Source: an optimization exercise on an open RTL-to-GDS flow (aim: small area). Production flows keep margins and buffers that such runs may drop. The RTL was checked by simulation tests, not by an equivalence proof against the original design. No driver is modelled on the clock port, so clocking that relies on it looks cheaper here than on a real chip. No activity file was given, so power comes from the tool's default toggle rates.

Setup of indigo:
==> flow/design.v (excerpt) <==
module cache #(
    localparam ByteOffsetBits = 4,
    localparam IndexBits = 6,
    localparam TagBits = 22,
    localparam NrWordsPerLine = 4,
    localparam NrLines = 64,
    localparam LineSize = 32 * NrWordsPerLine
) (
    input logic clk_i,
    input logic rstn_i,
    input logic [31:0] addr_i,
    input logic read_en_i,
    output logic read_valid_o,
    output logic [31:0] read_word_o,
    output logic [31:0] mem_addr_o,
    output logic mem_read_en_o,
    input logic mem_read_valid_i,
    input logic [LineSize-1:0] mem_read_data_i
);
    localparam NrPairs = 75;
    localparam TagPairs = TagBits / 2;
    logic [TagBits-1:0] tag;
    logic [IndexBits-1:0] index;
    logic [1:0] offset;
    assign tag = addr_i[31:10];
    assign index = addr_i[9:4];
    assign offset = addr_i[3:2];
    logic [NrPairs-1:0] x_in, y_in, bus1;
    always_comb begin
        for (int h = 0; h < 2; h++) begin
  ...
For scale: about 21000 cells after synthesis, about 9900 flip-flops, ~230 I/O pins, ~290000 µm² of cells after synthesis.
Settings: LEC_CHECK=0, CAP_MARGIN=20, CORE_MARGIN=2, CORE_UTILIZATION=45, SLEW_MARGIN=30, SYNTH_HIERARCHICAL=1, SYNTH_MINIMUM_KEEP_SIZE=0; clock period 12.0 ns.
standard.sh (not shown) runs the stock make flow with config.mk's settings and CLKGATE_MAP_FILE= SYNTH_SCRIPT=/design/flow/synth_recipe.tcl, a recipe that flattens the netlist after the stock synthesis.
==> flow/flow/run.sh <==
#!/bin/bash
# Own layout flow: the standard flow (standard.sh), step by step, with
#  - the standard synthesis, unchanged;
#  - port buffers of buf_1;
#  - clock tree synthesis without dummy loads and with larger sink clusters;
#  - after global routing, antenna repair with a ratio margin (post_grt.tcl).
# Each step's full output goes to a log file of its own in this folder.
set -euo pipefail
P=sky130_fd_sc_hd__
HERE=$(pwd)

bash standard.sh synth > log_1_synth.txt 2>&1

export BUFFER_PORTS_ARGS="-buffer_cell ${P}buf_1"
bash standard.sh floorplan > log_2_floorplan.txt 2>&1
bash standard.sh place > log_3_place.txt 2>&1

export CTS_ARGS="-sink_clustering_enable -repair_clock_nets -dont_use_dummy_load \
-sink_clustering_size 28 -sink_clustering_max_diameter 90 -buf_list ${P}clkbuf_16"
bash standard.sh cts > log_4_cts.txt 2>&1
unset CTS_ARGS

bash standard.sh "POST_GLOBAL_ROUTE_TCL=$HERE/flow/post_grt.tcl" route > log_5_route.txt 2>&1
bash standard.sh finish > log_6_finish.txt 2>&1
==> flow/flow/post_grt.tcl <==
# After global routing: fix antenna ratios with a margin, so that detailed
# routing is less likely to leave antenna violations that need another
# routing round.
puts "Extra antenna repair with a ratio margin..."
repair_antennas -ratio_margin 30 -iterations 5
check_placement -verbose
check_antennas
write_guides $::env(RESULTS_DIR)/route.guide
The inputs of ember differ from those of indigo as listed below.
# indigo
export LEC_CHECK = 0
export CAP_MARGIN = 20
export CORE_MARGIN = 2
export CORE_UTILIZATION = 45
export SLEW_MARGIN = 30
export SYNTH_HIERARCHICAL = 1
export SYNTH_MINIMUM_KEEP_SIZE = 0
create_clock -name core_clock -period 12.0 [get_ports {clk_i}]
# ember
export LEC_CHECK = 0
export CAP_MARGIN = 20
export CORE_MARGIN = 2
export CORE_UTILIZATION = 45
export SLEW_MARGIN = 25
export SYNTH_HIERARCHICAL = 1
export SYNTH_MINIMUM_KEEP_SIZE = 0
create_clock -name core_clock -period 12.0 [get_ports {clk_i}]
--- a/flow/flow/run.sh
+++ b/flow/flow/run.sh
@@ -18,3 +18,3 @@
 export CTS_ARGS="-sink_clustering_enable -repair_clock_nets -dont_use_dummy_load \
--sink_clustering_size 28 -sink_clustering_max_diameter 90 -buf_list ${P}clkbuf_16"
+-sink_clustering_size 30 -sink_clustering_max_diameter 90 -buf_list ${P}clkbuf_16"
 bash standard.sh cts > log_4_cts.txt 2>&1
Findings:
No crash in ember: every stage finished, but the layout fails its final checks due to max-slew violations. Against indigo, ember comes in 0.11 mW lower on power spent charging and discharging nets. Worst hold slack for ember: 0.0084 ns down relative to indigo. Going from indigo to ember, finished layout cell area did not really move; power consumption went down. On ember: met2 demand-to-capacity share in global routing is 0.26 points lower than what indigo gave. indigo -> ember: share of synthesized flip-flops with an asynchronous set or reset delta 0, exact match. indigo → ember: via count lower; final setup slack of the worst path lower. Wire length of the first global-routing pass: indigo vs ember — no meaningful difference. Number of cells on the critical path ended up 1 lower on ember than on indigo. Across both runs, area added between synthesis and finish was lower for ember than for indigo.

========
v6:
Another version of the RTL of cache (not shown whole).
For scale: about 25000 cells after synthesis, about 9700 flip-flops, about 300000 sq um of cells after synthesis.
export LEC_CHECK = 0
export CAP_MARGIN = 20
export CORE_MARGIN = 2
export CORE_UTILIZATION = 45
export CTS_CLUSTER_DIAMETER = 80
export CTS_CLUSTER_SIZE = 25
export SLEW_MARGIN = 20
export SYNTH_HIERARCHICAL = 1
export SYNTH_MINIMUM_KEEP_SIZE = 0
create_clock -name core_clock -period 12.0 [get_ports {clk_i}]
run.sh (not shown) runs the stock make flow with config.mk's settings and CLKGATE_MAP_FILE= SYNTH_SCRIPT=/design/flow/synth_recipe.tcl, a recipe that flattens the netlist after the stock synthesis.
Stock flow here: none of the scripts above is used.
In v6 the implementation ran to completion but is not tape-out ready, as the final checks report slew limit.
Inputs modified between v6 and v7:
- clearing CTS_CLUSTER_SIZE, which used to be 25
- clearing CTS_CLUSTER_DIAMETER, which used to be 80
- swapping 20 for 30 in SLEW_MARGIN
==> flow/flow/run.sh (new file) <==
#!/bin/bash
# Own layout flow: the standard flow (standard.sh), step by step, with
#  - the standard synthesis, unchanged;
#  - port buffers of buf_2;
#  - clock tree synthesis without dummy loads and with larger sink clusters.
# Each step's full output goes to a log file of its own in this folder.
set -euo pipefail
P=sky130_fd_sc_hd__

bash standard.sh synth > log_1_synth.txt 2>&1

export BUFFER_PORTS_ARGS="-buffer_cell ${P}buf_2"
bash standard.sh floorplan > log_2_floorplan.txt 2>&1
bash standard.sh place > log_3_place.txt 2>&1

export CTS_ARGS="-sink_clustering_enable -repair_clock_nets -dont_use_dummy_load \
-sink_clustering_size 25 -sink_clustering_max_diameter 80 -buf_list ${P}clkbuf_16"
bash standard.sh cts > log_4_cts.txt 2>&1
unset CTS_ARGS

bash standard.sh route > log_5_route.txt 2>&1
bash standard.sh finish > log_6_finish.txt 2>&1
==> flow/standard.sh (new file) <==
#!/bin/bash
# synth_recipe.tcl (not shown) runs the flow's synth.tcl, then flattens the netlist and writes it again
# the make line also repeats each setting of config.mk as NAME=value (left out here)
make -C /OpenROAD-flow-scripts/flow DESIGN_CONFIG=/design/flow/config.mk WORK_HOME=/design/flow/orfs CLKGATE_MAP_FILE= SYNTH_SCRIPT=/design/flow/synth_recipe.tcl "${@:-finish}"
removed: flow/run.sh
--- outcome ---
v7 finished all stages; the layout is clean. As far as power share of the combinational group is concerned, v6 and v7 perform about the same. Hold slack essentially unchanged between v6 and v7. Area overhead of the layout relative to synthesis: v7 vs v6 down 1.1 points. The cell with the largest stage delay on the worst path comes out sky130_fd_sc_hd__nor2_4 in one run and sky130_fd_sc_hd__nand3_1 in the other, namely in v6 and v7 respectively.

========
The RTL this note starts from:
==> flow/design.v <==
module cache_a222oi (input logic a1, a2, b1, b2, c1, c2, output logic y);
    assign y = ~((a1 & a2) | (b1 & b2) | (c1 & c2));
endmodule
module cache_a21oi (input logic a1, a2, b1, output logic y);
    assign y = ~((a1 & a2) | b1);
endmodule
module cache_nand2 (input logic a, b, output logic y);
    assign y = ~(a & b);
endmodule
module cache_nand4 (input logic a, b, c, d, output logic y);
    assign y = ~(a & b & c & d);
endmodule
module cache_nor2 (input logic a, b, output logic y);
    assign y = ~(a | b);
endmodule
module cache_nand3 (input logic a, b, c, output logic y);
    assign y = ~(a & b & c);
endmodule
module cache_mux64 (input logic [63:0] s, input logic [63:0] d, output logic y);
    logic [21:0] n1;
    logic [5:0] p2;
    logic [2:0] q3;
    for (genvar g = 0; g < 21; g++) begin : g_l1
        cache_a222oi u (.a1(s[3*g]), .a2(d[3*g]), .b1(s[3*g+1]), .b2(d[3*g+1]),
                        .c1(s[3*g+2]), .c2(d[3*g+2]), .y(n1[g]));
    end
    cache_nand2 u_l1_last (.a(s[63]), .b(d[63]), .y(n1[21]));
    for (genvar g = 0; g < 5; g++) begin : g_l2
        cache_nand4 u (.a(n1[4*g]), .b(n1[4*g+1]), .c(n1[4*g+2]), .d(n1[4*g+3]), .y(p2[g]));
    end
    cache_nand2 u_l2_last (.a(n1[20]), .b(n1[21]), .y(p2[5]));
    for (genvar g = 0; g < 3; g++) begin : g_l3
        cache_nor2 u (.a(p2[2*g]), .b(p2[2*g+1]), .y(q3[g]));
    end
    cache_nand3 u_l4 (.a(q3[0]), .b(q3[1]), .c(q3[2]), .y(y));
endmodule
module cache #(
    localparam ByteOffsetBits = 4,
    localparam IndexBits = 6,
    localparam TagBits = 22,
    localparam NrWordsPerLine = 4,
    localparam NrLines = 64,
    localparam LineSize = 32 * NrWordsPerLine
) (
    input logic clk_i,
    input logic rstn_i,
    input logic [31:0] addr_i,
    input logic read_en_i,
    output logic read_valid_o,
    output logic [31:0] read_word_o,
    output logic [31:0] mem_addr_o,
    output logic mem_read_en_o,
    input logic mem_read_valid_i,
    input logic [LineSize-1:0] mem_read_data_i
);
    localparam NrPairs = 75;
    localparam TagPairs = TagBits / 2;
    logic [TagBits-1:0] tag;
    logic [IndexBits-1:0] index;
    logic [1:0] offset;
    assign tag = addr_i[31:10];
    assign index = addr_i[9:4];
    assign offset = addr_i[3:2];
    logic [NrPairs-1:0] x_in, y_in, bus1;
    always_comb begin
        for (int h = 0; h < 2; h++) begin
            for (int j = 0; j < 32; j++) begin
                x_in[32*h + j] = mem_read_data_i[64*h + j];
                y_in[32*h + j] = mem_read_data_i[64*h + 32 + j];
            end
        end
        for (int i = 0; i < TagPairs; i++) begin
            x_in[64 + i] = tag[2*i];
            y_in[64 + i] = tag[2*i + 1];
        end
    end
    assign bus1 = y_in & {NrPairs{mem_read_valid_i}};
    logic pend_q;
    logic [IndexBits-1:0] pend_idx_q;
    logic [NrPairs-1:0] wb_q;
    always_ff @(posedge clk_i or negedge rstn_i) begin
        if (!rstn_i) pend_q <= 1'b0;
        else pend_q <= mem_read_valid_i;
    end
    always_ff @(posedge clk_i) begin
        pend_idx_q <= index;
        wb_q <= x_in;
    end
    logic [NrLines-1:0] sel, w1, w2, hold;
    always_comb begin
        for (int l = 0; l < NrLines; l++) begin
            sel[l] = (index == l[IndexBits-1:0]);
            w1[l] = mem_read_valid_i & sel[l];
            w2[l] = pend_q & (pend_idx_q == l[IndexBits-1:0]) & ~w1[l];
            hold[l] = ~(w1[l] | w2[l]);
        end
    end
    logic [NrLines-1:0] valid_q;
    always_ff @(posedge clk_i or negedge rstn_i) begin
        if (!rstn_i) valid_q <= '0;
        else valid_q <= valid_q | w1;
    end
    logic [NrPairs-1:0] a_q [NrLines];
    logic [NrPairs-1:0] b_q [NrLines];
    logic [NrPairs-1:0] a_d [NrLines];
    logic [NrLines-1:0] ra_q, rb_q, ra_d;
    for (genvar l = 0; l < NrLines; l++) begin : g_line
        for (genvar p = 0; p < NrPairs; p++) begin : g_pair
            cache_a222oi u_next (.a1(b_q[l][p]), .a2(hold[l]), .b1(bus1[p]), .b2(sel[l]),
                                 .c1(wb_q[p]), .c2(w2[l]), .y(a_d[l][p]));
        end
        cache_a21oi u_ref (.a1(rb_q[l]), .a2(hold[l]), .b1(w1[l]), .y(ra_d[l]));
        always_ff @(posedge clk_i) begin
            a_q[l] <= a_d[l];
            b_q[l] <= a_q[l];
            ra_q[l] <= ra_d[l];
            rb_q[l] <= ra_q[l];
        end
    end
    logic [NrPairs-1:0] col_a, col_b;
    for (genvar p = 0; p < NrPairs; p++) begin : g_col
        logic [NrLines-1:0] da, db;
        for (genvar l = 0; l < NrLines; l++) begin : g_d
            assign da[l] = a_q[l][p];
            assign db[l] = b_q[l][p];
        end
        cache_mux64 u_mux_a (.s(sel), .d(da), .y(col_a[p]));
        cache_mux64 u_mux_b (.s(sel), .d(db), .y(col_b[p]));
    end
    logic valid_sel, ref_a, ref_b;
    cache_mux64 u_vmux (.s(sel), .d(valid_q), .y(valid_sel));
    cache_mux64 u_ramux (.s(sel), .d(ra_q), .y(ref_a));
    cache_mux64 u_rbmux (.s(sel), .d(rb_q), .y(ref_b));
    logic k0, k1, bypass;
    assign k1 = ref_a;
    assign k0 = ~(ref_a ^ ref_b);
    assign bypass = pend_q & (pend_idx_q == index);
    logic [31:0] u, v, wbw, word_rot, word_byp;
    assign u = offset[1] ? col_a[63:32] : col_a[31:0];
    assign v = offset[1] ? col_b[63:32] : col_b[31:0];
    assign wbw = offset[1] ? wb_q[63:32] : wb_q[31:0];
    logic pick_v, flip;
    assign pick_v = offset[0] ^ k0;
    assign flip = k1 ^ (offset[0] & k0);
    assign word_rot = (pick_v ? v : u) ^ {32{flip}};
    assign word_byp = offset[0] ? ~u : wbw;
    assign read_word_o = bypass ? word_byp : word_rot;
    logic [TagPairs-1:0] ta, tb;
    assign ta = col_a[NrPairs-1:64];
    assign tb = col_b[NrPairs-1:64];
    logic [TagPairs-1:0] tx, ty;
    always_comb begin
        for (int i = 0; i < TagPairs; i++) begin
            tx[i] = tag[2*i];
            ty[i] = tag[2*i + 1];
        end
    end
    logic m0, m1, m2, m3, mb, match;
    assign m0 = (ta == tx) && (tb == ty);        
    assign m1 = (ta == ~ty) && (tb == tx);       
    assign m2 = (ta == ~tx) && (tb == ~ty);      
    assign m3 = (ta == ty) && (tb == ~tx);       
    assign mb = (wb_q[NrPairs-1:64] == tx) && (ta == ~ty);
    always_comb begin
        if (bypass) match = mb;
        else case ({k1, k0})
            2'd0: match = m0;
            2'd1: match = m1;
            2'd2: match = m2;
            default: match = m3;
        endcase
    end
    logic hit;
    assign hit = valid_sel && match && read_en_i;
    assign read_valid_o = hit;
    assign mem_addr_o = {tag, index, 4'b0};
    assign mem_read_en_o = !hit;
endmodule
Settings: LEC_CHECK=0, CAP_MARGIN=20, CORE_MARGIN=2, CORE_UTILIZATION=45, SLEW_MARGIN=30, SYNTH_HIERARCHICAL=1, SYNTH_MINIMUM_KEEP_SIZE=0; clock period 12.0 ns.
standard.sh (not shown) runs the stock make flow with config.mk's settings and CLKGATE_MAP_FILE= SYNTH_SCRIPT=/design/flow/synth_recipe.tcl, a recipe that flattens the netlist after the stock synthesis.
==> flow/flow/run.sh <==
#!/bin/bash
# Own layout flow: the standard flow (standard.sh), step by step, with
#  - the standard synthesis, unchanged;
#  - port buffers of buf_2;
#  - clock tree synthesis without dummy loads and with larger sink clusters.
# Each step's full output goes to a log file of its own in this folder.
set -euo pipefail
P=sky130_fd_sc_hd__

bash standard.sh synth > log_1_synth.txt 2>&1

export BUFFER_PORTS_ARGS="-buffer_cell ${P}buf_2"
bash standard.sh floorplan > log_2_floorplan.txt 2>&1
bash standard.sh place > log_3_place.txt 2>&1

export CTS_ARGS="-sink_clustering_enable -repair_clock_nets -dont_use_dummy_load \
-sink_clustering_size 25 -sink_clustering_max_diameter 80 -buf_list ${P}clkbuf_16"
bash standard.sh cts > log_4_cts.txt 2>&1
unset CTS_ARGS

bash standard.sh route > log_5_route.txt 2>&1
bash standard.sh finish > log_6_finish.txt 2>&1
==> next run, changes <==
--- a/flow/flow/run.sh
+++ b/flow/flow/run.sh
@@ -4,2 +4,3 @@
-#  - port buffers of buf_2;
-#  - clock tree synthesis without dummy loads and with larger sink clusters.
+#  - port buffers of buf_1;
+#  - clock tree synthesis without dummy loads and with larger sink clusters;
+#  - after global routing, antenna repair with a ratio margin (post_grt.tcl).
@@ -8,0 +10 @@
+HERE=$(pwd)
@@ -12 +14 @@
-export BUFFER_PORTS_ARGS="-buffer_cell ${P}buf_2"
+export BUFFER_PORTS_ARGS="-buffer_cell ${P}buf_1"
@@ -21 +23 @@
-bash standard.sh route > log_5_route.txt 2>&1
+bash standard.sh "POST_GLOBAL_ROUTE_TCL=$HERE/flow/post_grt.tcl" route > log_5_route.txt 2>&1
==> flow/flow/post_grt.tcl (new file) <==
# After global routing: fix antenna ratios with a margin, so that detailed
# routing is less likely to leave antenna violations that need another
# routing round.
puts "Extra antenna repair with a ratio margin..."
repair_antennas -ratio_margin 30 -iterations 5
check_placement -verbose
check_antennas
write_guides $::env(RESULTS_DIR)/route.guide
Global-route usage rises by 0.38 points.
Routed wire length rises by 1.2%.
Setup slack is worse by 290 ps.
Design area hardly moves.
Power is about the same.
Synthesized cell count does not change.

==> separate check: timing with driven ports <==
The results above use ideal ports. As a check the final layouts listed here were re-extracted and re-timed, cells and wires unchanged. Step 1: set_driving_cell puts a clkbuf_16 on clk_i and a buf_2 on each other input, an assumption about the parent block. Step 2 also shifts input and output timing later by t, the mid clock arrival at the registers, as if the neighbouring blocks saw the same clock. a / b / c = ideal / step 1 / step 2; a / b = the first two.
run	t (ns)	setup slack, ns	worst hold slack (ns)	clock arrival spread, ns	worst data-port slew with drivers (ns)
indigo	1.255	1.123 / 1.098 / 1.098	0.270 / 0.270 / 0.270	0.154 / 0.154	0.21
ember	1.248	1.055 / 1.027 / 1.027	0.262 / 0.262 / 0.262	0.164 / 0.164	0.20
v6	1.315	0.296 / 0.273 / 0.273	0.398 / 0.398 / 0.398	0.121 / 0.122	0.45
v7	1.280	0.976 / 0.952 / 0.952	0.398 / 0.398 / 0.398	0.110 / 0.110	0.44
the first run of note 3	1.249	1.207 / 1.182 / 1.182	0.242 / 0.242 / 0.242	0.186 / 0.186	0.12
the second run of note 3	1.277	0.920 / 0.891 / 0.891	0.256 / 0.256 / 0.256	0.205 / 0.205	0.14
For the second run of note 3, which loses most, drivers alone change the setup slack by -0.029 ns; drivers and shift together by -0.029 ns.
